This is an optimization exercise on Yosys and OpenROAD, whose aim is small area, a short achievable clock period and few clock cycles, not a production implementation. RTL that was checked went through simulation tests only; none was proved equivalent to the original. Function not checked in runs 1, 2 and 6: the RTL went through the layout flow alone. Power is estimated from default activity; no workload was simulated.

==> design.v <==
`timescale 1ns / 1ps
module line_drawer (
    input             clk,
    input             rst_,
    input      [51:0] in_op,
    input             in_rts,
    output            in_rtr,
    output            v_valid,
    output     [15:0] v_grp,        
    output     [7:0]  v_mask,
    output     [11:0] v_col,
    input             v_take,
    output            busy
);
    localparam S_DIFF = 3'd0, S_ABS = 3'd1, S_ORDER = 3'd2, S_DMAG = 3'd3, S_ERR = 3'd4,
               S_DRAW = 3'd5;
    reg        rdy;             
    reg [2:0]  state;
    reg [9:0]  x1, x2;
    reg [7:0]  y1, y2;
    reg [11:0] col;
    reg        xgt, ygt;
    reg        xmaj, mdec;
    reg [7:0]  cnt, m;          
    wire signed [8:0] err  = x2[8:0];
    wire [8:0]        ndmag = {|y2, y2};
    reg [7:0]  gmask;           
    reg  nrdy_o;
    assign in_rtr = !nrdy_o;
    wire drawing = !rdy && (state == S_DRAW);
    wire last    = (cnt == 8'd0);
    wire [7:0] pbit = 8'd1 << x1[2:0];
    wire leave   = last || !xmaj || !err[8] || (x1[2:0] == 3'd7);
    wire step    = drawing && (!leave || v_take);
    assign v_valid = drawing && leave;
    assign v_grp   = {1'b0, y1, x1[9:3]};
    assign v_mask  = gmask | pbit;
    assign v_col   = col;
    assign busy    = !rdy;
    wire [8:0]  ddx = x2[8:0] - x1[8:0];          
    wire [8:0]  ddy = {1'b0, y2} - {1'b0, y1};    
    wire [8:0]  cmm = {1'b0, cnt} - {1'b0, m};
    wire        dxge = !cmm[8];
    wire       swp  = dxge ? xgt : ygt;
    always @(posedge clk or negedge rst_) begin
        if (!rst_) begin
            rdy    <= 1'b1;
            nrdy_o <= 1'b0;
            state  <= S_DIFF;
        end else begin
            if (rdy) begin
                if (in_rts) begin
                    rdy    <= 1'b0;
                    nrdy_o <= 1'b1;
                    state  <= S_DIFF;
                end
            end else begin
                case (state)
                    S_DIFF:  state <= S_ABS;
                    S_ABS:   state <= S_ORDER;
                    S_ORDER: state <= S_DMAG;
                    S_DMAG:  state <= S_ERR;
                    S_ERR:   state <= S_DRAW;
                    default: if (step && last) begin
                        rdy    <= 1'b1;
                        nrdy_o <= 1'b0;
                    end
                endcase
            end
        end
    end
    always @(posedge clk) begin
        if (rdy) begin
            if (in_rts) begin
                x1  <= in_op[51:42];
                y1  <= in_op[39:32];
                x2  <= in_op[31:22];
                y2  <= in_op[19:12];
                col <= in_op[11:0];
            end
        end else begin
            case (state)
                S_DIFF: begin
                    xgt <= ddx[8];
                    ygt <= ddy[8];
                    cnt <= ddx[7:0];
                    m   <= ddy[7:0];
                end
                S_ABS: begin
                    if (xgt) cnt <= 8'd0 - cnt;
                    if (ygt) m   <= 8'd0 - m;
                end
                S_ORDER: begin
                    xmaj <= dxge;
                    if (swp) begin
                        x1 <= x2;
                        y1 <= y2;
                    end
                    mdec <= swp ^ (dxge ? ygt : xgt);
                    if (!dxge) begin
                        cnt <= m;
                        m   <= cnt;
                    end
                    gmask <= 8'd0;
                end
                S_DMAG: y2 <= cmm[7:0];
                S_ERR: begin
                    x2 <= 10'd0 - {2'b0, y2};
                    y2 <= 8'd0 - y2;
                end
                default: if (step) begin
                    gmask <= leave ? 8'd0 : (gmask | pbit);
                    if (!last) begin
                        cnt <= cnt - 8'd1;
                        if (xmaj) begin
                            x1 <= x1 + 10'd1;
                            if (!err[8]) y1 <= mdec ? y1 - 8'd1 : y1 + 8'd1;
                        end else begin
                            y1 <= y1 + 8'd1;
                            if (!err[8]) x1 <= mdec ? x1 - 10'd1 : x1 + 10'd1;
                        end
                        x2[8:0] <= err + (err[8] ? {1'b0, m} : ndmag);
                    end
                end
            endcase
        end
    end
endmodule
`timescale 1ns / 1ps
module circle_drawer (
    input             clk,
    input             rst_,
    input      [41:0] in_op,
    input             in_rts,
    output            in_rtr,
    output            v_valid,
    output     [15:0] v_grp,        
    output     [7:0]  v_mask,
    output     [11:0] v_col,
    input             v_take,
    output            busy
);
    reg        rdy;             
    reg        drawing;         
    reg [9:0]  x0;
    reg [8:0]  y0;
    reg [6:0]  r;
    reg [11:0] col;
    reg [2:0]  oct;
    reg [6:0]  cx, cy;          
    reg        skip;            
    reg signed [8:0] t;
    reg [9:0]  px;
    reg [8:0]  py;
    reg [7:0]  gmask;           
    reg  nrdy_o;
    assign in_rtr = !nrdy_o;
    wire active  = !rdy && drawing;
    wire draw_px = active && !skip;
    wire [6:0] cyp1 = cy + 7'd1;
    wire [6:0] cxm1 = cx - 7'd1;
    wire lastpx  = (cx == cy) || (swap && cx == cyp1);
    wire [7:0] pbit = 8'd1 << px[2:0];
    wire leave   = lastpx || !mv_x || (mv_dn ? (px[2:0] == 3'd0) : (px[2:0] == 3'd7));
    wire step    = active && (skip || !leave || v_take);
    assign v_valid = draw_px && leave;
    assign v_grp   = {py, px[9:3]};
    assign v_mask  = gmask | pbit;
    assign v_col   = col;
    assign busy    = !rdy;
    wire       swap = oct[0];
    wire       sxn  = oct[1];
    wire       syn  = oct[2];
    wire [9:0] sx0 = x0 + (({10{sxn}} ^ {3'b0, r}) & {10{!swap}}) + {9'b0, sxn && !swap};
    wire [8:0] sy0 = y0 + (({9{syn}} ^ {2'b0, r}) & {9{swap}}) + {8'b0, syn && swap};
    wire xdec  = !t[8];
    wire mv_x  = xdec ^ swap;
    wire mv_dn = mv_x ? (xdec ^ sxn) : (xdec ^ syn);
    always @(posedge clk or negedge rst_) begin
        if (!rst_) begin
            rdy     <= 1'b1;
            nrdy_o  <= 1'b0;
            drawing <= 1'b0;
            oct     <= 3'd0;
        end else begin
            if (rdy) begin
                if (in_rts) begin
                    rdy     <= 1'b0;
                    nrdy_o  <= 1'b1;
                    drawing <= 1'b0;
                    oct     <= 3'd0;
                end
            end else if (!drawing) begin
                drawing <= 1'b1;
            end else if (step && lastpx) begin
                drawing <= 1'b0;
                oct     <= oct + 3'd1;
                if (oct == 3'd7) begin
                    rdy    <= 1'b1;
                    nrdy_o <= 1'b0;
                end
            end
        end
    end
    always @(posedge clk) begin
        if (rdy) begin
            if (in_rts) begin
                x0    <= in_op[41:32];
                y0    <= in_op[30:22];
                r     <= in_op[18:12];
                col   <= in_op[11:0];
                gmask <= 8'd0;
            end
        end else if (!drawing) begin
            cx <= r;
            cy <= 7'd0;
            t  <= 9'd1 - {2'b0, r};
            px <= sx0;
            py <= sy0;
            skip <= !swap && syn;
        end else if (step) begin
            if (!skip)
                gmask <= leave ? 8'd0 : (gmask | pbit);
            if (!lastpx) begin
                skip <= 1'b0;
                t <= t + {xdec ? ~{1'b0, cxm1} : {1'b0, cyp1}, 1'b1} + {8'b0, xdec};
                if (xdec) cx <= cxm1;
                else      cy <= cyp1;
                if (mv_x) px <= mv_dn ? px - 10'd1 : px + 10'd1;
                else      py <= mv_dn ? py - 9'd1 : py + 9'd1;
            end
        end
    end
endmodule
`timescale 1ns / 1ps
module read_modify_write_engine (
    input             clk,
    input             rst_,
    input             l_valid,
    input      [15:0] l_grp,
    input      [7:0]  l_mask,
    input      [11:0] l_col,
    output            l_take,
    input             c_valid,
    input      [15:0] c_grp,
    input      [7:0]  c_mask,
    input      [11:0] c_col,
    output            c_take,
    output reg [16:0] mem_addr,
    output reg [3:0]  mem_wben,
    output reg [31:0] mem_wdata,
    input      [31:0] mem_rdata,
    output            busy
);
    reg        vval;         
    reg [2:0]  ph;           
    reg        vrd;          
    reg [7:0]  vmask;
    reg [11:0] vcol;
    reg        sv;           
    reg [8:0]  s_y;
    reg [6:0]  s_xg;
    reg        pick_c;
    wire free      = !sv && (!vval || ph[2]);
    wire sel_valid = pick_c ? c_valid : l_valid;
    wire oth_valid = pick_c ? l_valid : c_valid;
    assign c_take = free && pick_c && c_valid;
    assign l_take = free && !pick_c && l_valid;
    wire take   = free && sel_valid;
    wire [7:0]  smask = pick_c ? c_mask : l_mask;
    wire [11:0] scol  = pick_c ? c_col  : l_col;
    wire [15:0] sg    = pick_c ? c_grp : l_grp;
    wire        spart = (smask[0] ^ smask[1]) | (smask[2] ^ smask[3])
                      | (smask[4] ^ smask[5]) | (smask[6] ^ smask[7]);
    wire [16:0] sB    = {s_y, 8'b0} - {4'b0, s_y, 4'b0} + {9'b0, s_xg, 1'b0} + {10'b0, s_xg};
    wire [3:0] wnib = (ph == 3'd2) ? vcol[11:8] : (ph == 3'd3) ? vcol[7:4] : vcol[3:0];
    function [3:0] bytes_of;
        input [7:0] m;
        bytes_of = {m[7] | m[6], m[5] | m[4], m[3] | m[2], m[1] | m[0]};
    endfunction
    function [31:0] merge;
        input [31:0] old;
        input [7:0]  m;
        input [3:0]  n;
        integer i;
        begin
            for (i = 0; i < 8; i = i + 1)
                merge[4*i +: 4] = m[i] ? n : old[4*i +: 4];
        end
    endfunction
    assign busy = vval || sv;
    always @(posedge clk or negedge rst_) begin
        if (!rst_) begin
            vval     <= 1'b0;
            sv       <= 1'b0;
            ph       <= 3'd0;
            pick_c   <= 1'b0;
            mem_wben <= 4'b0;
        end else begin
            sv <= take;
            if (oth_valid && (take || !sel_valid))
                pick_c <= !pick_c;
            if (sv) begin
                vval     <= 1'b1;
                ph       <= vrd ? 3'd0 : 3'd3;
                mem_wben <= vrd ? 4'b0 : bytes_of(vmask);
            end else if (!vval || ph == 3'd5) begin
                vval     <= 1'b0;
                mem_wben <= 4'b0;
            end else begin
                ph       <= ph + 3'd1;
                mem_wben <= (ph >= 3'd2) ? bytes_of(vmask) : 4'b0;
            end
        end
    end
    always @(posedge clk) begin
        if (take) begin
            s_y   <= sg[15:7];
            s_xg  <= sg[6:0];
            vrd   <= spart;
            vmask <= smask;
            vcol  <= scol;
        end
        if (sv)
            mem_addr <= sB;
        else
            mem_addr <= (ph == 3'd2) ? mem_addr - 17'd2 : mem_addr + 17'd1;
        mem_wdata <= merge(mem_rdata, vmask, sv ? vcol[11:8] : wnib);
    end
endmodule
`timescale 1ns / 1ps
module draw_subsystem(
    input               clk,
    input               rst_,
    input  [51:0]       line_op,
    input               line_rts,
    output              line_rtr,
    input  [41:0]       circle_op,
    input               circle_rts,
    output              circle_rtr,
    output [16:0]       mem_addr,
    output [3:0]        mem_wben,
    output [31:0]       mem_wdata,
    input  [31:0]       mem_rdata,
    output              idle
    );
    wire        l_valid, l_take, l_busy;
    wire [15:0] l_grp;
    wire [7:0]  l_mask;
    wire [11:0] l_col;
    wire        c_valid, c_take, c_busy;
    wire [15:0] c_grp;
    wire [7:0]  c_mask;
    wire [11:0] c_col;
    wire        m_busy;
    reg busy_q;
    assign idle = !busy_q;
    always @(posedge clk or negedge rst_) begin
        if (!rst_)
            busy_q <= 1'b0;
        else
            busy_q <= l_busy || c_busy || m_busy
                   || (line_rts && line_rtr) || (circle_rts && circle_rtr);
    end
    line_drawer ld (
        .clk(clk), .rst_(rst_),
        .in_op(line_op), .in_rts(line_rts), .in_rtr(line_rtr),
        .v_valid(l_valid), .v_grp(l_grp), .v_mask(l_mask), .v_col(l_col),
        .v_take(l_take), .busy(l_busy)
    );
    circle_drawer cd (
        .clk(clk), .rst_(rst_),
        .in_op(circle_op), .in_rts(circle_rts), .in_rtr(circle_rtr),
        .v_valid(c_valid), .v_grp(c_grp), .v_mask(c_mask), .v_col(c_col),
        .v_take(c_take), .busy(c_busy)
    );
    read_modify_write_engine rmw (
        .clk(clk), .rst_(rst_),
        .l_valid(l_valid), .l_grp(l_grp), .l_mask(l_mask), .l_col(l_col), .l_take(l_take),
        .c_valid(c_valid), .c_grp(c_grp), .c_mask(c_mask), .c_col(c_col), .c_take(c_take),
        .mem_addr(mem_addr), .mem_wben(mem_wben), .mem_wdata(mem_wdata), .mem_rdata(mem_rdata),
        .busy(m_busy)
    );
endmodule
==> flow/run.sh <==
#!/bin/bash
# The standard layout (standard.sh) with two repair settings changed:
#  - the port buffers are sky130_fd_sc_hd__buf_1 (buffer_ports picks
#    clkdlybuf4s50_1 by default, a slow delay cell);
set -euo pipefail
sed "s|CLKGATE_MAP_FILE= |CLKGATE_MAP_FILE= SETUP_SLACK_MARGIN=6.8 'BUFFER_PORTS_ARGS=-buffer_cell sky130_fd_sc_hd__buf_1' |" standard.sh > standard_tuned.sh
bash standard_tuned.sh > flow.log 2>&1
==> standard.sh <==
#!/bin/bash
# synth_recipe.tcl (not shown) runs the flow's synth.tcl, then flattens the netlist and writes it again
# the make line also repeats each setting of config.mk as NAME=value (left out here)
make -C /OpenROAD-flow-scripts/flow DESIGN_CONFIG=/design/flow/config.mk WORK_HOME=/design/flow/orfs CLKGATE_MAP_FILE= SYNTH_SCRIPT=/design/flow/synth_recipe.tcl "${@:-finish}"
==> config.mk <==
export PLATFORM = sky130hd
export DESIGN_NAME = draw_subsystem
export DESIGN_NICKNAME = draw_subsystem
export VERILOG_FILES = /design/flow/design.v
export SDC_FILE = /design/flow/constraint.sdc
export NUM_CORES = 4
export LEC_CHECK = 0
export CAP_MARGIN = 20
export CORE_MARGIN = 2
export CORE_UTILIZATION = 40
export CTS_CLUSTER_DIAMETER = 100
export CTS_CLUSTER_SIZE = 20
export SLEW_MARGIN = 20
==> constraint.sdc <==
create_clock -name core_clock -period 10.0 [get_ports {clk}]
set_input_delay 2.0000 -clock core_clock [delete_from_list [all_inputs] [get_ports {clk}]]
set_output_delay 2.0000 -clock core_clock [all_outputs]
set_load 0.01 [all_outputs]
==> impl_metrics.csv, run 1 <==
group,metric,value,unit
outcome,status,"timing/DRC/antenna clean",
yosys,synth-xor-area-share,0.0711,
setup_path,critPathCaptureType,"output port",
yosys,syn_nets,1979,
routing,routed_wl,45200,um
pwr,peakVddDrop,0.000238,V
timing,hold_viol_final,0,
routing,drc_errors,0,
timing,period_needed,3150,ps
yosys,synthDistinctLibCells,80,
floorplan,core_area,43000,um2
setup_path,crit_chain,"buf_1",
floorplan,die_w,212,um
yosys,synth_top_family_by_area,"compound AO/OA/AOI/OAI gates",
timing,fin_skew,13.6,ps
layout,final_cells,2479,
yosys,syn_area_per_cell,10.1,um2
run,max_cap_viol_count,0,
routing,vias,13463,
floorplan,io_pins,186,
cts,clkTransAtPathRegs,80,ps
timing,fin_tns_setup,0,ps
hold_path,hold_class,"register to register",
setup_path,criticalPathCategory,"register to output port",
yosys,async_flop_share,0.0806,
global_route,grt_max_degree,54,
timing,setup_slack,6850,ps
hold_path,min_path_cells,1,
global_route,grt_pass1_wl,70600,um
yosys,synthAdderAreaFrac,0.102,
timing,max_freq,318,MHz
setup_path,rr_startpoint,"cd.cy[0]",
layout,final_common_cell,"edfxtp_1",
cts,cts_tree,"yes",
routing,ant_nets,0,
global_route,overflow,0,
yosys,synth_seq_cells,273,
timing,period_share,0.315,
setup_path,crit_cells,1,
layout,final_cell_mix,"203 x edfxtp_1, 173 x buf_1, 145 x nor2_1",
setup_path,worstSetupEndpoint,"mem_addr[9]",
layout,drive_above_1_share,0.101,
layout,syn_to_final_growth,12.0,%
setup_path,slowest_delay,420,ps
setup_path,worst_r2r_path_depth,7,
yosys,yosys.area.top_type,"edfxtp_1",
cts,holdBufCountCts,0,
setup_path,cp.required,8000,ps
routing,via_per_inst,5.43,
timing,drv_slew,0,
layout,fin_nets,2145,
cts,cts_buffers,18,
routing,initialDrtViolationCount,824,
timing,maxSlewHeadroom,0.387,
cts,clock_sinks,273,
placed_design,io_buffers,177,
placed_design,dp_hpwl,33800,um
yosys,synth_compound_area_frac,0.158,
cts,cts_max_path_buffers,3,
layout,diodes,0,
floorplan,start_util,0.404,
setup_path,critPathArrivalTime,1150,ps
placed_design,dp_cells,2430,
floorplan,dieArea,45100,um2
setup_path,crit_path_start,"rmw.mem_addr[9]",
setup_path,path_buf_inv,1,
yosys,synth_edf_count,203,
global_route,grt_pass1_vias,13030,
yosys,syn_inst,1716,
setup_path,cp_top_family,"flip-flops",
yosys,synth_top_area_frac,0.351,
cts,clock-root-buffer,"clkbuf_16",
setup_path,r2r_slack,6880,ps
placed_design,dpl_worst_slack,6010,ps
cts,clk-insertion-delay-late,530,ps
setup_path,crit_path_max_fanout,8,
routing,wire_per_inst,18.2,um
layout,fillers,4186,
pwr,power_per_cell_area,375,nW/um2
timing,setup_viol,0,
setup_path,worstSetupStartpointType,"register",
yosys,seq_area_frac_synth,0.438,
yosys,ys.flop_type,"edfxtp_1",
yosys,synthMuxAreaShare,0.0601,
timing,rsz0062_at_grt,"true",
layout,utilization,0.452,
global_route,antenna_found_initial,0,
pwr,leakage,7.37,nW
floorplan,die_h,212,um
yosys,ys_top_cells_by_area,"edfxtp_1 35%, ha_1 8.5%, dfxtp_1 5.5%",
yosys,yosysWarnings,4,
yosys,synthesis.area,17400,um2
cts,htreeDepth,1,
placed_design,gp_congestion,0.880,
setup_path,slowest_stage,"dfxtp_2",
setup_path,reg2reg_to,"cd.cx[5]",
floorplan,rows,76,
yosys,yosys.area_share.simple,0.131,
routing,dr.pass1.iters,5,
global_route,track_usage,0.199,
timing,worst_pin_slew,920,ps
power breakdown:
part           switching (mW)  internal [mW]  total [mW]
Clock                   0.404          0.373       0.777
Combinational            2.38           1.82        4.20
Sequential              0.388           1.93        2.32
stage by stage:
step	cell area [um2]	power, mW	hold slack [ps]
2_1_floorplan	17400	5.35	515
3_3_place_gp	18600	6.30	534
3_5_place_dp	18600	6.41	538
4_1_cts	19300	7.29	557
5_1_grt	19400	7.94	568
6_report	19400	7.30	550
final cells by class:
cell class	count	area (um2)	area share
repair buffers	208	902	0.0464
inverters	113	435	0.0224
well taps	585	732	0.0377
clock buffers	28	531	0.0273
flip-flops and latches	273	7630	0.392
repair inverters	1	7.51	0.000386
multi-input cells	1267	9170	0.472
clock inverters	4	31.3	0.00161
how the worst min path moves through the flow:
stage | endpoint | startpoint
floorplan | rmw.ph[0] | rmw.vrd
global placement | rmw.vcol[8] | cd.col[8]
detailed placement | rmw.vcol[5] | cd.col[5]
CTS | rmw.vcol[8] | ld.col[8]
global route | rmw.vcol[5] | cd.col[5]
finish | rmw.vcol[8] | ld.col[8]
flip-flops by register name, summed over array words and instances (netlist names), 8 cells and up:
register	cells
rmw.vcol	12
ld.m	8
rmw.vmask	8
cd.x0	10
ld.col	12
ld.x2	10
ld.cnt	8
cd.gmask	8
cd.t	9
ld.y1	8
rmw.mem_addr	17
rmw.mem_wdata	32
ld.y2	8
cd.py	9
cd.col	12
cd.px	10
ld.x1	10
cd.y0	9
ld.gmask	8
rmw.s_y	9
synthesized netlist by cell type (all sizes together), types with 49 or more instances:
cell type	instances
o21ai	99
nand2	131
xnor2	91
clkbuf	49
nor2	148
mux2	66
xor2	50
edfxtp	203
a21oi	93
nor3	51
inv	110
ha	118
cell families (layout without fill, tap and decap cells):
| family | count (synthesis) | after routing |
|---|---|---|
| compound gates | 422 | 423 |
| xor+xnor | 141 | 141 |
| fa+ha+maj | 133 | 133 |
| buf+inv | 177 | 354 |
| flops | 273 | 273 |
| mux | 96 | 96 |
| simple gates | 474 | 474 |
per-layer routing:
metal  up-vias  wire, um  GRT usage
met1      6447     19600      0.260
met3        69      2400     0.0263
met2       363     21500      0.334
met5         -         0          0
li1       6584         -          -
met4         0      1690     0.0798
repair_timing:
action / in CTS / in global routing
pin swaps: 0 / 1
buffers inserted: 10 / 5
resized for setup: 27 / 12
endpoints found under the setup margin: 125 / 107
cloned: 0 / 2
==> run 2, diff against run 1 <==
--- a/design.v
+++ b/design.v
@@ -25,3 +25,3 @@
     wire signed [8:0] err  = x2[8:0];
-    wire [8:0]        ndmag = {|y2, y2};
+    wire [7:0]        dmag = y2;
     reg [7:0]  gmask;           
@@ -106,6 +106,3 @@
                 S_DMAG: y2 <= cmm[7:0];
-                S_ERR: begin
-                    x2 <= 10'd0 - {2'b0, y2};
-                    y2 <= 8'd0 - y2;
-                end
+                S_ERR:  x2 <= 10'd0 - {2'b0, y2};
                 default: if (step) begin
@@ -121,3 +118,3 @@
                         end
-                        x2[8:0] <= err + (err[8] ? {1'b0, m} : ndmag);
+                        x2[8:0] <= err[8] ? err + {1'b0, m} : err - {1'b0, dmag};
                     end
==> impl_metrics.csv, run 2 <==
group,metric,value,unit
outcome,status,"timing/DRC/antenna clean",
placed_design,dp_hpwl,32900,um
setup_path,slowest_delay,480,ps
routing,via_per_inst,5.34,
floorplan,die_w,211,um
cts,clkTransAtPathRegs,90,ps
pwr,peakVddDrop,0.000153,V
setup_path,cp_common_cell,"fa_1",
yosys,synthTopCellsByCount,"203 x edfxtp_1, 147 x nor2_1, 124 x nand2_1",
yosys,yosys.area_share.simple,0.126,
routing,dr.pass1.iters,5,
yosys,syn_nets,1951,
layout,fillers,4074,
routing,routed_wl,44300,um
timing,rsz0062_at_grt,"true",
yosys,synth_top_family_by_area,"compound AO/OA/AOI/OAI gates",
global_route,overflow,0,
yosys,synthDistinctLibCells,77,
layout,diodes,0,
layout,final_common_cell,"edfxtp_1",
setup_path,cp.required,10250,ps
setup_path,criticalPathCategory,"register to register",
layout,drive_above_1_share,0.100,
cts,clk-insertion-delay-late,540,ps
yosys,syn_inst,1688,
layout,multiInputGateArea,8950,um2
yosys,yosys.area.top_type,"edfxtp_1",
yosys,synth_seq_cells,273,
yosys,synth_compound_area_frac,0.140,
cts,clock_sinks,273,
yosys,synthMuxAreaShare,0.0615,
cts,cts_max_path_buffers,3,
cts,cts_tree,"yes",
hold_path,hold_class,"register to register",
layout,top_regs,"rmw.mem_wdata x32, rmw.mem_addr x17",
layout,regMostFlops,"rmw.mem_wdata",
yosys,synth-xor-area-share,0.0823,
floorplan,core_area,42000,um2
routing,drc_errors,0,
cts,htreeDepth,1,
routing,wire_per_inst,18.4,um
layout,fin_nets,2120,
routing,vias,12861,
layout,final_cell_mix,"203 x edfxtp_1, 175 x buf_1, 145 x nor2_1",
layout,syn_to_final_growth,12.5,%
global_route,antenna_found_initial,1,
global_route,grt_max_degree,72,
timing,period_needed,3200,ps
yosys,synthAdderAreaFrac,0.104,
placed_design,io_buffers,177,
setup_path,slowest_stage,"dfrtp_2",
yosys,syn_area_per_cell,10.1,um2
global_route,track_usage,0.198,
yosys,ys.flop_type,"edfxtp_1",
yosys,yosysWarnings,4,
layout,utilization,0.457,
floorplan,io_pins,186,
routing,ant_nets,0,
layout,largest_reg_flops,32,
timing,maxSlewHeadroom,0.275,
yosys,async_flop_share,0.0806,
layout,seqCellArea,7630,um2
timing,max_freq,312,MHz
setup_path,worstSetupStartpointType,"register",
routing,initialDrtViolationCount,875,
global_route,grt_pass1_vias,12718,
placed_design,gp_congestion,0.905,
run,max_cap_viol_count,0,
yosys,synth_most_common_cell,"edfxtp_1",
yosys,synth_edf_count,203,
timing,fin_tns_setup,0,ps
cts,cts_buffers,19,
timing,drv_slew,0,
pwr,leakage,7.35,nW
floorplan,start_util,0.407,
cts,clock-root-buffer,"clkbuf_16",
floorplan,dieArea,44400,um2
setup_path,critPathCaptureType,"register",
timing,setup_viol,0,
setup_path,crit_chain,"ha_2 > fa_1 > fa_1 > a21o_1 > a21oi_1 > o21bai_1 > a2111oi_1 > or3_1 > xor2_1 > o21ai_0",
yosys,ys_top_cells_by_area,"edfxtp_1 36%, ha_1 8.6%, dfxtp_1 5.6%",
timing,worst_pin_slew,1080,ps
timing,fin_skew,30.2,ps
setup_path,critPathArrivalTime,3460,ps
floorplan,die_h,211,um
yosys,synthesis.area,17100,um2
floorplan,rows,75,
global_route,grt_pass1_wl,69500,um
timing,period_share,0.320,
pwr,power_per_cell_area,382,nW/um2
yosys,seq_area_frac_synth,0.445,
yosys,synth_top_area_frac,0.357,
setup_path,crit_path_max_fanout,9,
timing,hold_viol_final,0,
[run 2: changes by cell type after synthesis, moves of 7 or more]
cell / change
o41ai_1: -10
nand2b_1: +8
o21bai_1: +7
o21a_1: -19
o211ai_1: -10
xnor2_1: +15
o22ai_1: -7
a21oi_1: +25
and3_1: -9
nor2b_1: +8
[run 2: final cells by class]
type                    instances  area share
multi-input cells            1235       0.465
clock inverters                 6     0.00338
inverters                     116      0.0228
clock buffers                  28      0.0265
flip-flops and latches        273       0.397
well taps                     539      0.0351
repair buffers                211      0.0498
repair inverters                1    0.000260
[run 2: worst max-delay path, delay by kind of cell (launching register included)]
family | cells | cell delay, ps
AOI/OAI and AO/OA | 5 | 1020
and+or+nand+nor | 1 | 180
xor gates and xnor gates | 1 | 140
adders and majority gates | 3 | 1110
DFF | 1 | 480
[run 2: routing by layer]
metal,vias up,wire (um),GRT usage
li1,6404,-,-
met1,6071,20700,0.273
met2,311,19900,0.324
met3,73,2190,0.0277
met4,2,1470,0.0595
met5,-,11,0
[run 2: logic make-up (layout without fill, tap and decap cells)]
kind of cell,Yosys count,after routing
simple gates,459,459
compound gates,386,387
flops,273,273
buf+inv,181,362
xor+xnor,159,159
fa+ha+maj,133,133
mux,97,97
[run 2: power breakdown]
| part | switching (mW) | internal [mW] | leakage (nW) |
|---|---|---|---|
| registers | 0.400 | 1.94 | 2.53 |
| clock network | 0.426 | 0.369 | 0.277 |
| logic | 2.32 | 1.89 | 4.54 |
[run 2: repair_timing]
action	CTS	global route
gates cloned	1	1
pin swaps	5	6
setup buffers	10	13
endpoints found under the setup margin	125	128
hold buffers	0	0
resized for setup	28	27
[run 2: final timing paths]
check,from,to,slack (ps),cells after the start
max reg2reg,cd.oct[1],cd.px[8],6800,10
min in group asynchronous,rst_,rmw.mem_wben[0],1440,2
max in group asynchronous,rst_,ld.rdy,8250,2
max,cd.oct[1],cd.px[8],6800,10
min,cd.col[4],rmw.vcol[4],550,1
min reg2reg,cd.col[4],rmw.vcol[4],550,1
[run 2: per-stage QoR]
step / std cells / hold slack [ps] / power, mW / setup WS [ps] / cell area [um2]
2_1_floorplan: 1688 / 500 / 5.42 / 6780 / 17100
3_3_place_gp: 2349 / 529 / 6.31 / 6140 / 18300
3_5_place_dp: 2349 / 532 / 6.41 / 6080 / 18300
4_1_cts: 2394 / 550 / 7.29 / 6640 / 19000
5_1_grt: 2409 / 565 / 7.98 / 6510 / 19200
6_report: 2409 / 548 / 7.34 / 6800 / 19200
==> run 3, diff against run 2 <==
--- a/design.v
+++ b/design.v
@@ -25,3 +25,3 @@
     wire signed [8:0] err  = x2[8:0];
-    wire [7:0]        dmag = y2;
+    wire [8:0]        ndmag = {|y2, y2};
     reg [7:0]  gmask;           
@@ -106,3 +106,6 @@
                 S_DMAG: y2 <= cmm[7:0];
-                S_ERR:  x2 <= 10'd0 - {2'b0, y2};
+                S_ERR: begin
+                    x2 <= 10'd0 - {2'b0, y2};
+                    y2 <= 8'd0 - y2;
+                end
                 default: if (step) begin
@@ -118,3 +121,3 @@
                         end
-                        x2[8:0] <= err[8] ? err + {1'b0, m} : err - {1'b0, dmag};
+                        x2[8:0] <= err + (err[8] ? {1'b0, m} : ndmag);
                     end
@@ -149,4 +152,2 @@
     reg signed [8:0] t;
-    reg [9:0]  px;
-    reg [8:0]  py;
     reg [7:0]  gmask;           
@@ -154,2 +155,12 @@
     assign in_rtr = !nrdy_o;
+    wire       swap = oct[0];
+    wire       sxn  = oct[1];
+    wire       syn  = oct[2];
+    wire [6:0] ax = swap ? cy : cx;
+    wire [6:0] ay = swap ? cx : cy;
+    wire [9:0] px = x0 + ({10{sxn}} ^ {3'b0, ax}) + {9'b0, sxn};
+    wire [8:0] py = y0 + ({9{syn}} ^ {2'b0, ay}) + {8'b0, syn};
+    wire xdec  = !t[8];
+    wire mv_x  = xdec ^ swap;
+    wire mv_dn = mv_x ? (xdec ^ sxn) : (xdec ^ syn);
     wire active  = !rdy && drawing;
@@ -167,10 +178,2 @@
     assign busy    = !rdy;
-    wire       swap = oct[0];
-    wire       sxn  = oct[1];
-    wire       syn  = oct[2];
-    wire [9:0] sx0 = x0 + (({10{sxn}} ^ {3'b0, r}) & {10{!swap}}) + {9'b0, sxn && !swap};
-    wire [8:0] sy0 = y0 + (({9{syn}} ^ {2'b0, r}) & {9{swap}}) + {8'b0, syn && swap};
-    wire xdec  = !t[8];
-    wire mv_x  = xdec ^ swap;
-    wire mv_dn = mv_x ? (xdec ^ sxn) : (xdec ^ syn);
     always @(posedge clk or negedge rst_) begin
@@ -214,4 +217,2 @@
             t  <= 9'd1 - {2'b0, r};
-            px <= sx0;
-            py <= sy0;
             skip <= !swap && syn;
@@ -225,4 +226,2 @@
                 else      cy <= cyp1;
-                if (mv_x) px <= mv_dn ? px - 10'd1 : px + 10'd1;
-                else      py <= mv_dn ? py - 9'd1 : py + 9'd1;
             end
==> flow/run.sh (replaced) <==
#!/bin/bash
# The standard layout (standard.sh) with two repair settings changed:
#  - the port buffers are sky130_fd_sc_hd__buf_1 (buffer_ports picks
#    clkdlybuf4s50_1 by default, a slow delay cell);
set -euo pipefail
sed "s|CLKGATE_MAP_FILE= |CLKGATE_MAP_FILE= SETUP_SLACK_MARGIN=7 'BUFFER_PORTS_ARGS=-buffer_cell sky130_fd_sc_hd__buf_1' |" standard.sh > standard_tuned.sh
bash standard_tuned.sh > flow.log 2>&1
==> impl_metrics.csv, run 3 <==
group,metric,value,unit
outcome,status,"timing/DRC/antenna clean",
setup_path,cp.required,8000,ps
layout,regMostFlops,"rmw.mem_wdata",
global_route,grt_pass1_wl,66200,um
yosys,syn_nets,1785,
floorplan,start_util,0.408,
cts,clk-insertion-delay-late,530,ps
pwr,peakVddDrop,0.000156,V
cts,htreeDepth,1,
placed_design,gp_congestion,0.904,
floorplan,dieArea,41200,um2
cts,cts_buffers,17,
layout,seqCellArea,7100,um2
layout,utilization,0.486,
run,max_cap_viol_count,0,
global_route,overflow,0,
yosys,syn_inst,1542,
timing,maxSlewHeadroom,0.425,
timing,drv_slew,0,
routing,drc_errors,0,
cts,clock_sinks,254,
yosys,synth_seq_cells,254,
global_route,antenna_found_initial,0,
yosys,synth_compound_area_frac,0.144,
yosys,synthAdderAreaFrac,0.0946,
placed_design,dp_hpwl,30800,um
global_route,track_usage,0.202,
layout,fillers,3662,
timing,setup_viol,0,
placed_design,placed_cell_area,17000,um2
routing,dr.pass1.iters,6,
setup_path,critPathArrivalTime,1090,ps
layout,diodes,0,
pwr,finalPower,7.41,mW
layout,largest_reg_flops,32,
floorplan,die_h,203,um
yosys,synthDistinctLibCells,83,
global_route,grt_pass1_vias,12104,
layout,fin_nets,2005,
yosys,yosysWarnings,4,
timing,whs,556,ps
placed_design,io_buffers,177,
layout,syn_to_final_growth,19.2,%
layout,design_area,18900,um2
yosys,synth_edf_count,184,
routing,via_per_inst,5.40,
pwr,power_per_cell_area,393,nW/um2
timing,period_needed,3090,ps
layout,final_common_cell,"edfxtp_1",
cts,cts_tree,"yes",
hold_path,hold_class,"register to register",
cts,clock-root-buffer,"clkbuf_16",
timing,period_share,0.309,
layout,multiInputGateArea,8530,um2
yosys,synth_most_common_cell,"edfxtp_1",
yosys,async_flop_share,0.0866,
layout,drive_above_1_share,0.190,
layout,final_cell_mix,"184 x edfxtp_1, 120 x buf_1, 106 x inv_1",
setup_path,criticalPathCategory,"register to output port",
yosys,synth_top_family_by_area,"compound AO/OA/AOI/OAI gates",
yosys,yosys.area.top_type,"edfxtp_1",
yosys,yosys.area_share.simple,0.122,
cts,clkTransAtPathRegs,90,ps
floorplan,io_pins,186,
global_route,grt_max_degree,50,
yosys,ys_top_cells_by_area,"edfxtp_1 35%, ha_1 8.1%, dfxtp_1 6.1%",
timing,rsz0062_at_grt,"true",
timing,fin_tns_setup,0,ps
yosys,ys.flop_type,"edfxtp_1",
cts,cts_max_path_buffers,3,
yosys,syn_area_per_cell,10.3,um2
pwr,leakage,7.23,nW
routing,initialDrtViolationCount,876,
routing,vias,12374,
yosys,synthMuxAreaShare,0.0747,
timing,fin_skew,26.5,ps
timing,worst_pin_slew,862,ps
layout,top_regs,"rmw.mem_wdata x32, rmw.mem_addr x17",
floorplan,rows,72,
timing,max_freq,324,MHz
yosys,synth_top_area_frac,0.349,
floorplan,core_area,38800,um2
setup_path,worstSetupStartpointType,"register",
setup_path,r2r_slack,6910,ps
routing,ant_nets,0,
yosys,synthTopCellsByCount,"184 x edfxtp_1, 110 x inv_1, 109 x nor2_1",
routing,wire_per_inst,18.4,um
yosys,synth-xor-area-share,0.0763,
routing,routed_wl,42200,um
timing,hold_viol_final,0,
yosys,synthesis.area,15800,um2
yosys,seq_area_frac_synth,0.445,
setup_path,crit_path_max_fanout,2,
setup_path,critPathCaptureType,"output port",
floorplan,die_w,203,um
## run 3: power by group
| part | leakage, nW | total (mW) | switching (mW) | internal (mW) |
|---|---|---|---|---|
| Clock | 0.251 | 0.724 | 0.382 | 0.342 |
| Sequential | 2.36 | 2.12 | 0.355 | 1.76 |
| Combinational | 4.62 | 4.57 | 2.41 | 2.16 |
## run 3: final cells by class
class                   instances  area share
multi-input cells            1115       0.452
clock inverters                 3     0.00192
flip-flops and latches        254       0.376
repair buffers                262      0.0869
well taps                     518      0.0344
repair inverters                1    0.000398
clock buffers                  27      0.0256
inverters                     111      0.0225
## run 3: logic make-up (layout without fill, tap and decap cells)
| family | count (synthesis) | count (layout) |
|---|---|---|
| simple gates | 392 | 393 |
| flops | 254 | 254 |
| buf+inv | 174 | 404 |
| xor+xnor | 137 | 137 |
| mux | 110 | 110 |
| fa+ha+maj | 113 | 113 |
| compound gates | 362 | 362 |
## run 3: metal layers
metal | wire length [um] | vias up | GRT usage
li1 | - | 6011 | -
met1 | 19100 | 5915 | 0.278
met2 | 19700 | 381 | 0.332
met3 | 2450 | 67 | 0.0303
met4 | 888 | 0 | 0.0498
met5 | 0 | - | 0
## run 3: critical path, stage by stage (launching register included)
cell and delay [ps]:
dfrtp_1 380, inv_2 70, buf_6 120
## run 3: path summary, 6_finish.rpt
kind                       depth (start not counted)  startpoint          end
hold reg to reg                                    1   cd.col[4]  rmw.vcol[4]
min in group asynchronous                          2        rst_       busy_q
hold / removal                                     1   cd.col[4]  rmw.vcol[4]
setup reg to reg                                  11    cd.cy[0]      cd.t[8]
setup / recovery                                   2   ld.nrdy_o     line_rtr
max in group asynchronous                          2        rst_       ld.rdy
## run 3: metrics by stage
| step | worst slack, ps | std cells |
|---|---|---|
| 2_1_floorplan | 6720 | 1542 |
| 3_3_place_gp | 5690 | 2188 |
| 3_5_place_dp | 5630 | 2188 |
| 4_1_cts | 6880 | 2274 |
| 5_1_grt | 6820 | 2291 |
| 6_report | 6910 | 2291 |
## run 3: timing repair
| item | CTS | global route |
|---|---|---|
| setup endpoints to repair | 239 | 178 |
| gates resized for setup | 153 | 61 |
| hold buffers | 0 | 0 |
| gates cloned | 3 | 0 |
| setup buffers | 53 | 17 |
| pin swaps | 26 | 25 |
Testbench counts of run 3, summed over its fixed seeds: cycles 94,780.
==> run 4, diff against run 3 <==
==> flow/run.sh (replaced) <==
#!/bin/bash
# The standard layout (standard.sh) with two repair settings changed:
#  - the port buffers are sky130_fd_sc_hd__buf_1 (buffer_ports picks
#    clkdlybuf4s50_1 by default, a slow delay cell);
set -euo pipefail
sed "s|CLKGATE_MAP_FILE= |CLKGATE_MAP_FILE= SETUP_SLACK_MARGIN=6.6 'BUFFER_PORTS_ARGS=-buffer_cell sky130_fd_sc_hd__buf_1' |" standard.sh > standard_tuned.sh
bash standard_tuned.sh > flow.log 2>&1
==> impl_metrics.csv, run 4 <==
group,metric,value,unit
outcome,status,"timing/DRC/antenna clean",
yosys,synthTopCellsByCount,"184 x edfxtp_1, 110 x inv_1, 109 x nor2_1",
layout,diodes,0,
yosys,ys_top_cells_by_area,"edfxtp_1 35%, ha_1 8.1%, dfxtp_1 6.1%",
hold_path,min_path_cells,1,
yosys,synth_top_area_frac,0.349,
cts,cts_max_path_buffers,3,
pwr,peakVddDrop,0.000195,V
timing,maxSlewHeadroom,0.434,
routing,vias,11977,
timing,max_freq,303,MHz
yosys,synth_seq_cells,254,
cts,holdBufCountCts,0,
routing,initialDrtViolationCount,892,
global_route,grt_max_degree,50,
timing,setup_viol,0,
global_route,antenna_found_initial,0,
timing,period_share,0.330,
floorplan,core_area,38800,um2
setup_path,criticalPathCategory,"register to register",
yosys,synthesis.area,15800,um2
timing,fin_tns_setup,0,ps
layout,fin_nets,1950,
yosys,seq_area_frac_synth,0.445,
yosys,syn_inst,1542,
layout,final_common_cell,"edfxtp_1",
timing,rsz0062_at_grt,"true",
yosys,synthDistinctLibCells,83,
yosys,yosys.area.top_type,"edfxtp_1",
global_route,track_usage,0.193,
hold_path,hold_class,"register to register",
yosys,yosysWarnings,4,
layout,syn_to_final_growth,12.4,%
cts,clock-root-buffer,"clkbuf_16",
placed_design,dp_hpwl,30500,um
hold_path,hold_start,"cd.col[5]",
floorplan,start_util,0.408,
placed_design,gp_congestion,0.904,
routing,wire_per_inst,18.0,um
cts,clk-insertion-delay-late,530,ps
setup_path,worstSetupStartpointType,"register",
floorplan,die_w,203,um
global_route,grt_pass1_vias,11473,
pwr,power_per_cell_area,379,nW/um2
routing,ant_nets,0,
pwr,leakage,6.66,nW
yosys,syn_area_per_cell,10.3,um2
timing,hold_viol_final,0,
layout,regMostFlops,"rmw.mem_wdata",
yosys,ys.flop_type,"edfxtp_1",
yosys,async_flop_share,0.0866,
layout,largest_reg_flops,32,
floorplan,dieArea,41200,um2
layout,drive_above_1_share,0.0955,
layout,top_regs,"rmw.mem_wdata x32, rmw.mem_addr x17",
yosys,synth_edf_count,184,
setup_path,reg2reg_to,"cd.cx[6]",
routing,routed_wl,40300,um
global_route,grt_pass1_wl,63500,um
setup_path,critPathCaptureType,"register",
cts,htreeDepth,1,
cts,clkTransAtPathRegs,90,ps
setup_path,critPathArrivalTime,3510,ps
setup_path,r2r_slack,6700,ps
setup_path,slowest_stage,"edfxtp_1",
setup_path,crit_path_max_fanout,7,
floorplan,die_h,203,um
pwr,finalPower,6.74,mW
layout,final_cells,2236,
setup_path,worst_r2r_path_depth,10,
timing,fin_skew,17.2,ps
placed_design,dp_cells,2188,
setup_path,crit_chain,"mux2i_4 > mux2_2 > fa_2 > xor2_4 > nor3_1 > a21oi_1 > nand2_1 > a211o_2 > o21a_1 > nor2_4",
yosys,syn_nets,1785,
yosys,synth_most_common_cell,"edfxtp_1",
timing,drv_slew,0,
setup_path,rr_startpoint,"cd.cx[0]",
hold_path,hold_end,"rmw.vcol[5]",
floorplan,rows,72,
cts,clock_sinks,254,
cts,cts_buffers,17,
cts,cts_tree,"yes",
timing,worst_pin_slew,849,ps
routing,via_per_inst,5.36,
global_route,overflow,0,
setup_path,cp.required,10200,ps
layout,final_cell_mix,"184 x edfxtp_1, 177 x buf_1, 110 x inv_1",
routing,dr.pass1.iters,5,
setup_path,slowest_delay,510,ps
run,max_cap_viol_count,0,
layout,utilization,0.458,
floorplan,io_pins,186,
placed_design,io_buffers,177,
timing,period_needed,3300,ps
routing,drc_errors,0,
[run 4: critical path, delay by kind of cell (launching register included)]
family | cells | cell delay (ps)
fa+ha+maj | 1 | 440
simple gates | 3 | 390
xor+xnor | 1 | 240
compound gates | 3 | 750
flops | 1 | 510
mux | 2 | 640
[run 4: per-layer routing]
| layer | share of wire | routed length [um] | vias up | global-route usage |
|---|---|---|---|---|
| met5 | 0 | 0 | - | 0 |
| met2 | 0.46 | 18700 | 344 | 0.317 |
| met1 | 0.46 | 18600 | 5672 | 0.270 |
| met4 | 0.021 | 836 | 0 | 0.0430 |
| met3 | 0.054 | 2170 | 46 | 0.0294 |
| li1 | - | - | 5915 | - |
[run 4: timing repair]
item                       in CTS  in global routing
pin swaps                       3                  5
resized for setup              13                  6
buffers inserted               10                  7
cloned                          1                  0
setup endpoints to repair     109                 83
[run 4: area by class of cell]
type | count | area [um2]
fill | 3658 | 21000
multi-input combinational | 1115 | 8230
sequential | 254 | 7040
timing repair buffer | 208 | 947
tap | 518 | 648
clock buffer | 25 | 455
inverter | 111 | 417
clock inverter | 5 | 43.8
[run 4: how the worst max path moves through the flow]
| stage | startpoint | to | slack, ps | cells after the start |
|---|---|---|---|---|
| finish | cd.cx[0] | cd.cx[6] | 6700 | 10 |
| global placement | cd.oct[0] | cd.t[8] | 5350 | 9 |
| detailed placement | cd.oct[0] | cd.t[8] | 5310 | 9 |
| global route | cd.cx[0] | cd.cx[6] | 6580 | 10 |
| floorplan | cd.oct[0] | rmw.s_xg[0] | 6610 | 12 |
| CTS | cd.cy[0] | cd.cx[6] | 6630 | 10 |
[run 4: cells by family (layout without fill, tap and decap cells)]
| kind of cell | after synthesis | count (layout) | synth area share |
|---|---|---|---|
| buffers and inverters | 174 | 349 | 0.0433 |
| DFF | 254 | 254 | 0.445 |
| and+or+nand+nor | 392 | 393 | 0.122 |
| adders and majority gates | 113 | 113 | 0.0946 |
| muxes | 110 | 110 | 0.0747 |
| AOI/OAI and AO/OA | 362 | 362 | 0.144 |
| xor gates and xnor gates | 137 | 137 | 0.0763 |
[run 4: power by group]
group	switching (mW)	internal, mW	total [mW]
Combinational	2.17	1.74	3.91
Clock	0.375	0.327	0.701
Sequential	0.381	1.74	2.12
[run 4: per-stage QoR]
step	cell area [um2]	hold slack [ps]	worst slack, ps
after floorplan	15900	515	6610
after global placement	17000	538	5350
after detailed placement	17000	534	5310
after CTS	17700	557	6630
after global routing	17800	575	6580
final	17800	552	6700
==> run 5, diff against run 4 <==
==> flow/run.sh (replaced) <==
#!/bin/bash
# The standard layout (standard.sh) with two repair settings changed:
#  - the port buffers are sky130_fd_sc_hd__buf_1 (buffer_ports picks
#    clkdlybuf4s50_1 by default, a slow delay cell);
set -euo pipefail
sed "s|CLKGATE_MAP_FILE= |CLKGATE_MAP_FILE= SETUP_SLACK_MARGIN=6.8 'BUFFER_PORTS_ARGS=-buffer_cell sky130_fd_sc_hd__buf_1' |" standard.sh > standard_tuned.sh
bash standard_tuned.sh > flow.log 2>&1
==> impl_metrics.csv, run 5 <==
group,metric,value,unit
placed_design,gp_congestion,0.913,
routing,ant_nets,0,
layout,regMostFlops,"rmw.mem_wdata",
layout,fin_nets,1965,
floorplan,dieArea,41200,um2
cts,holdBufCountCts,0,
global_route,track_usage,0.195,
layout,syn_to_final_growth,14.1,%
hold_path,hold_class,"register to register",
yosys,syn_area_per_cell,10.3,um2
cts,clk-insertion-delay-late,530,ps
yosys,yosysWarnings,4,
yosys,synthTopCellsByCount,"184 x edfxtp_1, 110 x inv_1, 109 x nor2_1",
yosys,ys.flop_type,"edfxtp_1",
timing,maxSlewHeadroom,0.449,
floorplan,die_w,203,um
routing,initialDrtViolationCount,880,
timing,rsz0062_at_grt,"true",
cts,clkTransAtPathRegs,90,ps
pwr,leakage,6.77,nW
layout,final_cell_mix,"184 x edfxtp_1, 173 x buf_1, 107 x inv_1",
global_route,overflow,0,
floorplan,start_util,0.408,
layout,final_common_cell,"edfxtp_1",
layout,top_regs,"rmw.mem_wdata x32, rmw.mem_addr x17",
setup_path,worstSetupStartpointType,"register",
cts,cts_tree,"yes",
timing,period_needed,3170,ps
timing,max_freq,315,MHz
setup_path,cp.required,10190,ps
layout,drive_above_1_share,0.122,
timing,setup_viol,0,
setup_path,crit_path_max_fanout,7,
yosys,yosys.area.top_type,"edfxtp_1",
setup_path,criticalPathCategory,"register to register",
setup_path,cp_top_family,"compound AO/OA/AOI/OAI gates",
timing,drv_slew,0,
layout,largest_reg_flops,32,
pwr,peakVddDrop,0.000162,V
setup_path,crit_chain,"mux2i_4 > mux2_4 > fa_2 > xor2_4 > nor3_2 > a21oi_2 > nand2_1 > a211o_4 > o21a_1 > nor2_4",
pwr,power_per_cell_area,384,nW/um2
yosys,synth_edf_count,184,
timing,worst_pin_slew,826,ps
layout,final_cells,2251,
timing,period_share,0.317,
setup_path,path_buf_inv,0,
cts,cts_max_path_buffers,3,
layout,multiInputGateArea,8320,um2
routing,vias,12109,
cts,cts_buffers,17,
setup_path,slowest_delay,480,ps
setup_path,crit_cells,10,
hold_path,min_path_cells,1,
yosys,synth_top_area_frac,0.349,
timing,fin_skew,36.3,ps
yosys,ys_top_cells_by_area,"edfxtp_1 35%, ha_1 8.1%, dfxtp_1 6.1%",
routing,via_per_inst,5.38,
cts,clock-root-buffer,"clkbuf_16",
layout,seqCellArea,7060,um2
timing,fin_tns_setup,0,ps
yosys,seq_area_frac_synth,0.445,
floorplan,rows,72,
cts,htreeDepth,1,
yosys,synthesis.area,15800,um2
yosys,synth_seq_cells,254,
outcome,status,"timing/DRC/antenna clean",
yosys,syn_inst,1542,
global_route,grt_max_degree,46,
run,max_cap_viol_count,0,
routing,drc_errors,0,
routing,wire_per_inst,18.4,um
setup_path,worst_r2r_path_depth,10,
setup_path,critPathArrivalTime,3370,ps
floorplan,io_pins,186,
placed_design,dp_cells,2187,
timing,hold_viol_final,0,
global_route,grt_pass1_vias,11604,
yosys,synth_most_common_cell,"edfxtp_1",
placed_design,io_buffers,177,
yosys,async_flop_share,0.0866,
placed_design,dp_hpwl,30600,um
layout,diodes,0,
global_route,grt_pass1_wl,63800,um
setup_path,slowest_stage,"dfrtp_4",
setup_path,critPathCaptureType,"register",
floorplan,die_h,203,um
floorplan,core_area,38800,um2
yosys,synthDistinctLibCells,83,
global_route,antenna_found_initial,1,
layout,fillers,3670,
routing,dr.pass1.iters,5,
cts,clock_sinks,254,
yosys,syn_nets,1785,
routing,routed_wl,41400,um
## run 5: cell counts after synthesis
No cell type changed its count.
## run 5: kinds of logic after synthesis
kind of cell / after synthesis / synth area share
XOR/XNOR: 137 / 0.0763
flip-flops: 254 / 0.445
adder cells (fa/ha/maj): 113 / 0.0946
multiplexers: 110 / 0.0747
buffers and inverters: 174 / 0.0433
AO/OA/AOI/OAI: 362 / 0.144
AND/OR/NAND/NOR: 392 / 0.122
## run 5: repair_timing
item                                    4_1_cts  5_1_grt
gates cloned                                  1        1
endpoints found under the setup margin      126      157
resized for setup                            26       32
pin swaps                                     4       12
setup buffers                                12       20
## run 5: final cells by class
type	instances	area share
Multi-Input combinational cell	1115	0.460
Sequential cell	254	0.391
Timing Repair Buffer	222	0.0602
Tap cell	518	0.0359
Clock buffer	26	0.0265
Inverter	111	0.0235
Clock inverter	4	0.00194
Timing Repair inverter	1	0.000416
## run 5: worst reg2reg max path: stages, from the launching register on
cell	delay (ps)
dfrtp_4	480
mux2i_4	270
mux2_4	330
fa_2	460
xor2_4	220
nor3_2	70
a21oi_2	140
nand2_1	80
a211o_4	350
o21a_1	210
nor2_4	220
## run 5: worst paths after layout
check	start	to	slack [ps]
max in group asynchronous	rst_	ld.rdy	8200
min in group asynchronous	rst_	cd.nrdy_o	1470
hold reg to reg	cd.col[6]	rmw.vcol[6]	540
setup / recovery	cd.oct[0]	cd.cx[6]	6830
hold / removal	cd.col[6]	rmw.vcol[6]	540
setup reg to reg	cd.oct[0]	cd.cx[6]	6830
## run 5: per-stage QoR
| stage | hold WS, ps | worst slack, ps | instance area (um2) | utilization | power (mW) |
|---|---|---|---|---|---|
| 2_1_floorplan | 515 | 6720 | 15900 | - | 4.94 |
| 3_3_place_gp | 530 | 5700 | 17000 | 0.438 | 5.80 |
| 3_5_place_dp | 533 | 5640 | 17000 | 0.438 | 5.89 |
| 4_1_cts | 555 | 6800 | 17800 | 0.457 | 6.77 |
| 5_1_grt | 553 | 6710 | 18100 | 0.465 | 7.53 |
| 6_report | 540 | 6830 | 18100 | 0.465 | 6.94 |
## run 5: per-layer routing
layer  track usage  vias up  part of all wire
met1         0.275     5757              0.46
li1              -     5937                 -
met2         0.321      383              0.47
met5             0        -                 0
met3        0.0254       32             0.057
met4        0.0375        0             0.017
## run 5: report_power, final
group | total (mW) | switching [mW] | leakage (nW) | internal (mW)
logic | 4.09 | 2.24 | 4.16 | 1.85
clock network | 0.721 | 0.381 | 0.250 | 0.340
registers | 2.13 | 0.383 | 2.36 | 1.75
total | 6.94 | 3.01 | 6.77 | 3.94
==> run 6, diff against run 5 <==
--- a/design.v
+++ b/design.v
@@ -270,3 +270,5 @@
                       | (smask[4] ^ smask[5]) | (smask[6] ^ smask[7]);
-    wire [16:0] sB    = {s_y, 8'b0} - {4'b0, s_y, 4'b0} + {9'b0, s_xg, 1'b0} + {10'b0, s_xg};
+    wire [1:0]  woff  = sv ? 2'd0 : {ph == 3'd1 || ph == 3'd4, ph == 3'd0 || ph == 3'd3};
+    wire [16:0] sB    = {s_y, 8'b0} - {4'b0, s_y, 4'b0} + {9'b0, s_xg, 1'b0} + {10'b0, s_xg}
+                      + {15'b0, woff};
     wire [3:0] wnib = (ph == 3'd2) ? vcol[11:8] : (ph == 3'd3) ? vcol[7:4] : vcol[3:0];
@@ -319,6 +321,3 @@
         end
-        if (sv)
-            mem_addr <= sB;
-        else
-            mem_addr <= (ph == 3'd2) ? mem_addr - 17'd2 : mem_addr + 17'd1;
+        mem_addr <= sB;
         mem_wdata <= merge(mem_rdata, vmask, sv ? vcol[11:8] : wnib);
==> impl_metrics.csv, run 6 <==
group,metric,value,unit
pwr,peakVddDrop,0.000178,V
placed_design,dp_cells,2089,
setup_path,slowest_delay,430,ps
timing,fin_skew,20.1,ps
layout,final_cell_mix,"183 x edfxtp_1, 174 x buf_1, 111 x nor2_1, 111 x ha_1, 100 x a21oi_1",
pwr,leakage,6.82,nW
layout,top_regs,"rmw.mem_wdata x32, rmw.mem_addr x17",
setup_path,cp.required,10440,ps
routing,initialDrtViolationCount,720,
yosys,synthAdderAreaFrac,0.111,
setup_path,worst_r2r_path_depth,17,
yosys,syn_nets,1693,
yosys,synth_most_common_cell,"edfxtp_1",
yosys,ys_top_cells_by_area,"edfxtp_1 36%, ha_1 9.6%, dfxtp_1 6.4%",
setup_path,critPathCaptureType,"register",
pwr,finalPower,7.34,mW
layout,drive_above_1_share,0.129,
setup_path,crit_path_max_fanout,3,
hold_path,hold_class,"register to register",
floorplan,start_util,0.405,
placed_design,dpl_worst_slack,6260,ps
yosys,syn_inst,1435,
setup_path,critPathArrivalTime,3820,ps
floorplan,dieArea,39700,um2
yosys,yosysWarnings,4,
timing,period_share,0.338,
setup_path,worstSetupStartpointType,"register",
cts,clock_sinks,254,
floorplan,io_pins,186,
pwr,intPower,4.20,mW
yosys,yosys.area_share.simple,0.108,
yosys,synthDistinctLibCells,71,
floorplan,rows,71,
cts,clkTransAtPathRegs,80,ps
cts,htreeDepth,1,
global_route,overflow,0,
pwr,power_per_cell_area,415,nW/um2
routing,via_per_inst,5.32,
yosys,ys.flop_type,"edfxtp_1",
yosys,synth_top_area_frac,0.361,
timing,worst_pin_slew,805,ps
yosys,syn_area_per_cell,10.6,um2
timing,whs,499,ps
routing,wire_per_inst,18.2,um
yosys,yosys.area.top_type,"edfxtp_1",
layout,regMostFlops,"rmw.mem_wdata",
yosys,synthesis.area,15200,um2
yosys,synth_edf_count,183,
timing,maxSlewHeadroom,0.463,
timing,max_freq,296,MHz
timing,hold_viol_final,0,
timing,setup_slack,6620,ps
cts,cts_buffers,17,
yosys,synth-xor-area-share,0.0770,
global_route,grt_max_degree,46,
pwr,clock_power_share,0.095,
hold_path,hold_end,"rmw.ph[0]",
run,max_cap_viol_count,0,
global_route,grt_pass1_wl,60100,um
yosys,async_flop_share,0.0866,
pwr,p_sw,3.14,mW
pwr,power_frac_comb,0.621,
pwr,p_sw_frac,0.427,
hold_path,min_path_cells,1,
global_route,antenna_found_initial,1,
timing,fin_tns_setup,0,ps
global_route,grt_pass1_vias,11164,
outcome,status,"timing/DRC/antenna clean",
cts,clk-insertion-delay-late,520,ps
yosys,synthMuxAreaShare,0.0769,
routing,routed_wl,39300,um
layout,diodes,0,
setup_path,crit_chain,"buf_4 > ha_4 > mux2i_1 > or2_4 > ha_4 > ha_4 > inv_2 > ha_4 > inv_2 > fa_2 > nor2b_2 > o31a_1 > nor4_4 > o41ai_4 > a221o_1 > a21oi_2 > xnor2_1",
routing,ant_nets,0,
setup_path,criticalPathCategory,"register to register",
routing,drc_errors,0,
setup_path,r2r_slack,6620,ps
setup_path,rr_startpoint,"rmw.ph[0]",
setup_path,cp_common_cell,"ha_4",
setup_path,slowest_stage,"dfrtp_2",
setup_path,path_buf_inv,3,
layout,final_common_cell,"edfxtp_1",
floorplan,core_area,37600,um2
yosys,seq_area_frac_synth,0.461,
placed_design,io_buffers,177,
yosys,synth_compound_area_frac,0.129,
layout,final_cells,2160,
yosys,synthTopCellsByCount,"183 x edfxtp_1, 117 x ha_1, 115 x nor2_1",
routing,dr.pass1.iters,5,
cts,holdBufCountCts,0,
timing,rsz0062_at_grt,"true",
yosys,synth_seq_cells,254,
floorplan,die_h,199,um
layout,largest_reg_flops,32,
setup_path,reg2reg_to,"rmw.mem_addr[15]",
timing,setup_viol,0,
placed_design,gp_congestion,0.854,
global_route,track_usage,0.195,
hold_path,hold_start,"rmw.vrd",
yosys,synth_top_family_by_area,"compound AO/OA/AOI/OAI gates",
layout,syn_to_final_growth,16.1,%
cts,clock-root-buffer,"clkbuf_16",
timing,drv_slew,0,
pwr,p_seq_frac,0.284,
routing,vias,11482,
cts,cts_max_path_buffers,3,
setup_path,cp_top_family,"adder cells",
layout,fin_nets,1896,
cts,cts_tree,"yes",
floorplan,die_w,199,um
timing,period_needed,3380,ps
placed_design,dp_hpwl,29600,um
-- run 6: worst register-to-register path: cells and delay by family, from the launching register on --
kind	cells	cell delay, ps
multiplexers	1	120
XOR/XNOR	1	130
buffers and inverters	3	240
AO/OA/AOI/OAI	4	890
adder cells (fa/ha/maj)	5	980
AND/OR/NAND/NOR	3	500
flip-flops	1	430
-- run 6: timing repair --
action	CTS	global route
setup buffers	17	22
pin swaps	8	8
gates resized for setup	30	26
setup endpoints to repair	125	105
cloned	1	1
-- run 6: power by group through the flow --
stage	Combinational [mW]	Clock (mW)	Sequential (mW)
floorplan	3.12	0	2.01
global placement	3.92	0	2.11
detailed placement	4.00	0	2.12
CTS	4.34	0.716	2.09
global route	5.08	0.754	2.13
finish	4.56	0.698	2.08
-- run 6: worst max path at each step --
stage | start | end | slack, ps | depth (start not counted)
floorplan | rmw.ph[0] | rmw.mem_addr[15] | 6760 | 17
global placement | cd.oct[0] | cd.t[0] | 6320 | 10
detailed placement | cd.oct[0] | cd.t[0] | 6260 | 10
CTS | rmw.ph[0] | rmw.mem_addr[15] | 6700 | 17
global route | rmw.ph[1] | rmw.mem_addr[15] | 6500 | 17
finish | rmw.ph[0] | rmw.mem_addr[15] | 6620 | 17
-- run 6: logic make-up after synthesis --
| group | Yosys count |
|---|---|
| buf+inv | 147 |
| xor+xnor | 134 |
| flops | 254 |
| fa+ha+maj | 128 |
| simple gates | 344 |
| mux | 108 |
| compound gates | 320 |
-- run 6: layer usage --
layer | track usage | share of wire
met4 | 0.0544 | 0.025
met5 | 0 | 0.00033
met2 | 0.328 | 0.46
met1 | 0.264 | 0.46
met3 | 0.0278 | 0.055
-- run 6: cell type report --
class / instances / area (um2)
Inverter: 103 / 390
Clock inverter: 6 / 43.8
Tap cell: 511 / 639
Fill cell: 3553 / 19900
Timing Repair Buffer: 227 / 1120
Sequential cell: 254 / 7040
Multi-Input combinational cell: 1035 / 8010
Clock buffer: 24 / 452
-- run 6: through the flow --
step | utilization | instance area [um2]
2_1_floorplan | - | 15400
3_3_place_gp | 0.441 | 16600
3_5_place_dp | 0.441 | 16600
4_1_cts | 0.463 | 17400
5_1_grt | 0.471 | 17700
6_report | 0.471 | 17700
==> run 7, diff against run 6 <==
--- a/design.v
+++ b/design.v
@@ -153,2 +153,3 @@
     reg [7:0]  gmask;           
+    reg [2:0]  pxl;             
     reg  nrdy_o;
@@ -170,4 +171,4 @@
     wire lastpx  = (cx == cy) || (swap && cx == cyp1);
-    wire [7:0] pbit = 8'd1 << px[2:0];
-    wire leave   = lastpx || !mv_x || (mv_dn ? (px[2:0] == 3'd0) : (px[2:0] == 3'd7));
+    wire [7:0] pbit = 8'd1 << pxl;
+    wire leave   = lastpx || !mv_x || (mv_dn ? (pxl == 3'd0) : (pxl == 3'd7));
     wire step    = active && (skip || !leave || v_take);
@@ -217,2 +218,3 @@
             t  <= 9'd1 - {2'b0, r};
+            pxl <= x0[2:0] + (({3{sxn}} ^ r[2:0]) & {3{!swap}}) + {2'b0, sxn && !swap};
             skip <= !swap && syn;
@@ -226,2 +228,3 @@
                 else      cy <= cyp1;
+                if (mv_x) pxl <= pxl + {{2{mv_dn}}, 1'b1};
             end
@@ -270,5 +273,3 @@
                       | (smask[4] ^ smask[5]) | (smask[6] ^ smask[7]);
-    wire [1:0]  woff  = sv ? 2'd0 : {ph == 3'd1 || ph == 3'd4, ph == 3'd0 || ph == 3'd3};
-    wire [16:0] sB    = {s_y, 8'b0} - {4'b0, s_y, 4'b0} + {9'b0, s_xg, 1'b0} + {10'b0, s_xg}
-                      + {15'b0, woff};
+    wire [16:0] sB    = {s_y, 8'b0} - {4'b0, s_y, 4'b0} + {9'b0, s_xg, 1'b0} + {10'b0, s_xg};
     wire [3:0] wnib = (ph == 3'd2) ? vcol[11:8] : (ph == 3'd3) ? vcol[7:4] : vcol[3:0];
@@ -321,3 +322,6 @@
         end
-        mem_addr <= sB;
+        if (sv)
+            mem_addr <= sB;
+        else
+            mem_addr <= (ph == 3'd2) ? mem_addr - 17'd2 : mem_addr + 17'd1;
         mem_wdata <= merge(mem_rdata, vmask, sv ? vcol[11:8] : wnib);
==> impl_metrics.csv, run 7 <==
group,metric,value,unit
routing,ant_nets,0,
run,max_cap_viol_count,0,
setup_path,critPathArrivalTime,1150,ps
layout,syn_to_final_growth,11.9,%
global_route,antenna_found_initial,1,
yosys,synth_top_area_frac,0.348,
yosys,synthTopCellsByCount,"187 x edfxtp_1, 122 x inv_1, 103 x ha_1",
yosys,syn_inst,1570,
floorplan,io_pins,186,
yosys,synth_top_family_by_area,"compound AO/OA/AOI/OAI gates",
setup_path,crit_path_max_fanout,6,
floorplan,core_area,39700,um2
yosys,async_flop_share,0.0856,
yosys,synth_most_common_cell,"edfxtp_1",
outcome,status,"timing/DRC/antenna clean",
pwr,leakage,6.78,nW
yosys,syn_area_per_cell,10.3,um2
timing,rsz0062_at_grt,"true",
timing,period_needed,3150,ps
yosys,yosys.area_share.simple,0.123,
setup_path,crit_cells,1,
floorplan,dieArea,42000,um2
floorplan,rows,73,
setup_path,cp.required,8000,ps
timing,setup_viol,0,
placed_design,dp_hpwl,31900,um
routing,wire_per_inst,18.8,um
cts,cts_buffers,17,
placed_design,gp_congestion,0.894,
timing,whs,558,ps
layout,design_area,18100,um2
yosys,ys.flop_type,"edfxtp_1",
placed_design,dp_cells,2218,
yosys,synthesis.area,16100,um2
yosys,yosys.area.top_type,"edfxtp_1",
setup_path,crit_chain,"buf_1",
floorplan,die_h,205,um
cts,clock_sinks,257,
timing,max_freq,318,MHz
cts,cts_tree,"yes",
global_route,grt_pass1_vias,11989,
hold_path,hold_class,"register to register",
layout,diodes,0,
setup_path,cp_top_family,"flip-flops",
hold_path,min_path_cells,1,
routing,routed_wl,42700,um
layout,drive_above_1_share,0.110,
setup_path,slowest_stage,"dfxtp_1",
placed_design,io_buffers,177,
yosys,synth_compound_area_frac,0.139,
global_route,overflow,0,
setup_path,path_buf_inv,1,
cts,clkTransAtPathRegs,80,ps
cts,clk-insertion-delay-late,530,ps
floorplan,start_util,0.406,
yosys,synth-xor-area-share,0.0770,
layout,final_cells,2273,
yosys,yosysWarnings,4,
setup_path,slowest_delay,420,ps
timing,setup_slack,6850,ps
timing,drv_slew,0,
layout,final_common_cell,"edfxtp_1",
layout,top_regs,"rmw.mem_wdata x32, rmw.mem_addr x17",
setup_path,critPathCaptureType,"output port",
routing,initialDrtViolationCount,750,
timing,fin_skew,21.3,ps
placed_design,placed_cell_area,17300,um2
pwr,power_per_cell_area,365,nW/um2
global_route,grt_max_degree,53,
timing,hold_viol_final,0,
routing,via_per_inst,5.39,
routing,drc_errors,0,
cts,htreeDepth,1,
yosys,synthDistinctLibCells,79,
yosys,seq_area_frac_synth,0.442,
timing,worst_pin_slew,1090,ps
layout,utilization,0.454,
routing,vias,12261,
floorplan,die_w,205,um
layout,fin_nets,1983,
setup_path,criticalPathCategory,"register to output port",
timing,fin_tns_setup,0,ps
global_route,track_usage,0.201,
layout,largest_reg_flops,32,
placed_design,dpl_worst_slack,5990,ps
yosys,synthAdderAreaFrac,0.0960,
pwr,finalPower,6.59,mW
layout,fillers,3831,
yosys,syn_nets,1816,
setup_path,worstSetupStartpointType,"register",
yosys,ys_top_cells_by_area,"edfxtp_1 35%, ha_1 8.0%, dfxtp_1 6.0%",
cts,clock-root-buffer,"clkbuf_16",
layout,regMostFlops,"rmw.mem_wdata",
setup_path,worst_r2r_path_depth,11,
pwr,peakVddDrop,0.000141,V
cts,cts_max_path_buffers,3,
yosys,synthMuxAreaShare,0.0751,
timing,period_share,0.315,
yosys,synth_edf_count,187,
cts,holdBufCountCts,0,
global_route,grt_pass1_wl,66600,um
layout,final_cell_mix,"187 x edfxtp_1, 175 x buf_1, 117 x inv_1",
timing,maxSlewHeadroom,0.271,
routing,dr.pass1.iters,7,
yosys,synth_seq_cells,257,
==> run 7: final timing paths <==
path | start | end | slack (ps)
setup / recovery | rmw.mem_addr[13] | mem_addr[13] | 6850
hold / removal | cd.col[9] | rmw.vcol[9] | 560
setup reg to reg | cd.cx[0] | rmw.s_y[6] | 6960
hold reg to reg | cd.col[9] | rmw.vcol[9] | 560
max in group asynchronous | rst_ | ld.rdy | 8240
min in group asynchronous | rst_ | rmw.mem_wben[3] | 1450
==> run 7: routing by layer <==
metal | share of wire | track usage
met1 | 0.46 | 0.283
met2 | 0.46 | 0.325
met3 | 0.057 | 0.0274
met4 | 0.024 | 0.0546
met5 | 0.00037 | 0
==> run 7: worst register-to-register path, stage by stage, from the launching register on <==
cell      delay [ps]
edfxtp_1         420
buf_4            180
mux2i_2          230
mux2_4           340
fa_1             410
a21o_1           200
a21oi_1          210
nand2b_1         140
a21oi_1           90
nor2_1           120
xor2_1           290
mux2i_1          140
==> run 7: repair_timing <==
item                                    in CTS  in global routing
resized for setup                           10                 13
endpoints found under the setup margin      72                 85
gates cloned                                 1                  0
pin swaps                                    3                  1
setup buffers                                6                 18
==> run 7: power breakdown <==
group | switching [mW] | internal [mW]
Combinational | 2.08 | 1.64
Clock | 0.394 | 0.325
Sequential | 0.397 | 1.75
Total | 2.87 | 3.72
==> run 7: cells by family (layout without fill, tap and decap cells) <==
family	after synthesis	count (layout)
xor gates and xnor gates	141	141
muxes	112	112
AOI/OAI and AO/OA	355	355
adders and majority gates	116	116
and+or+nand+nor	400	400
buffers and inverters	189	367
DFF	257	257
==> run 7: layout make-up <==
type,instances,area [um2],area share
multi-input combinational,1124,8310,0.460
timing repair inverter,1,5.00,0.000277
inverter,123,473,0.0262
sequential,257,7150,0.396
timing repair buffer,213,962,0.0533
clock inverter,5,41.3,0.00229
tap,525,657,0.0364
clock buffer,25,455,0.0252
Testbench counts of run 7, summed over its fixed seeds: cycles 94,780.

Check on run 7: ideal ports give 6.852 ns setup slack; a clkbuf_16 on the clock port and buf_2 on the inputs give 6.803 ns; moving port delays by the midpoint clock arrival (0.567 ns) as well gives 6.424 ns.
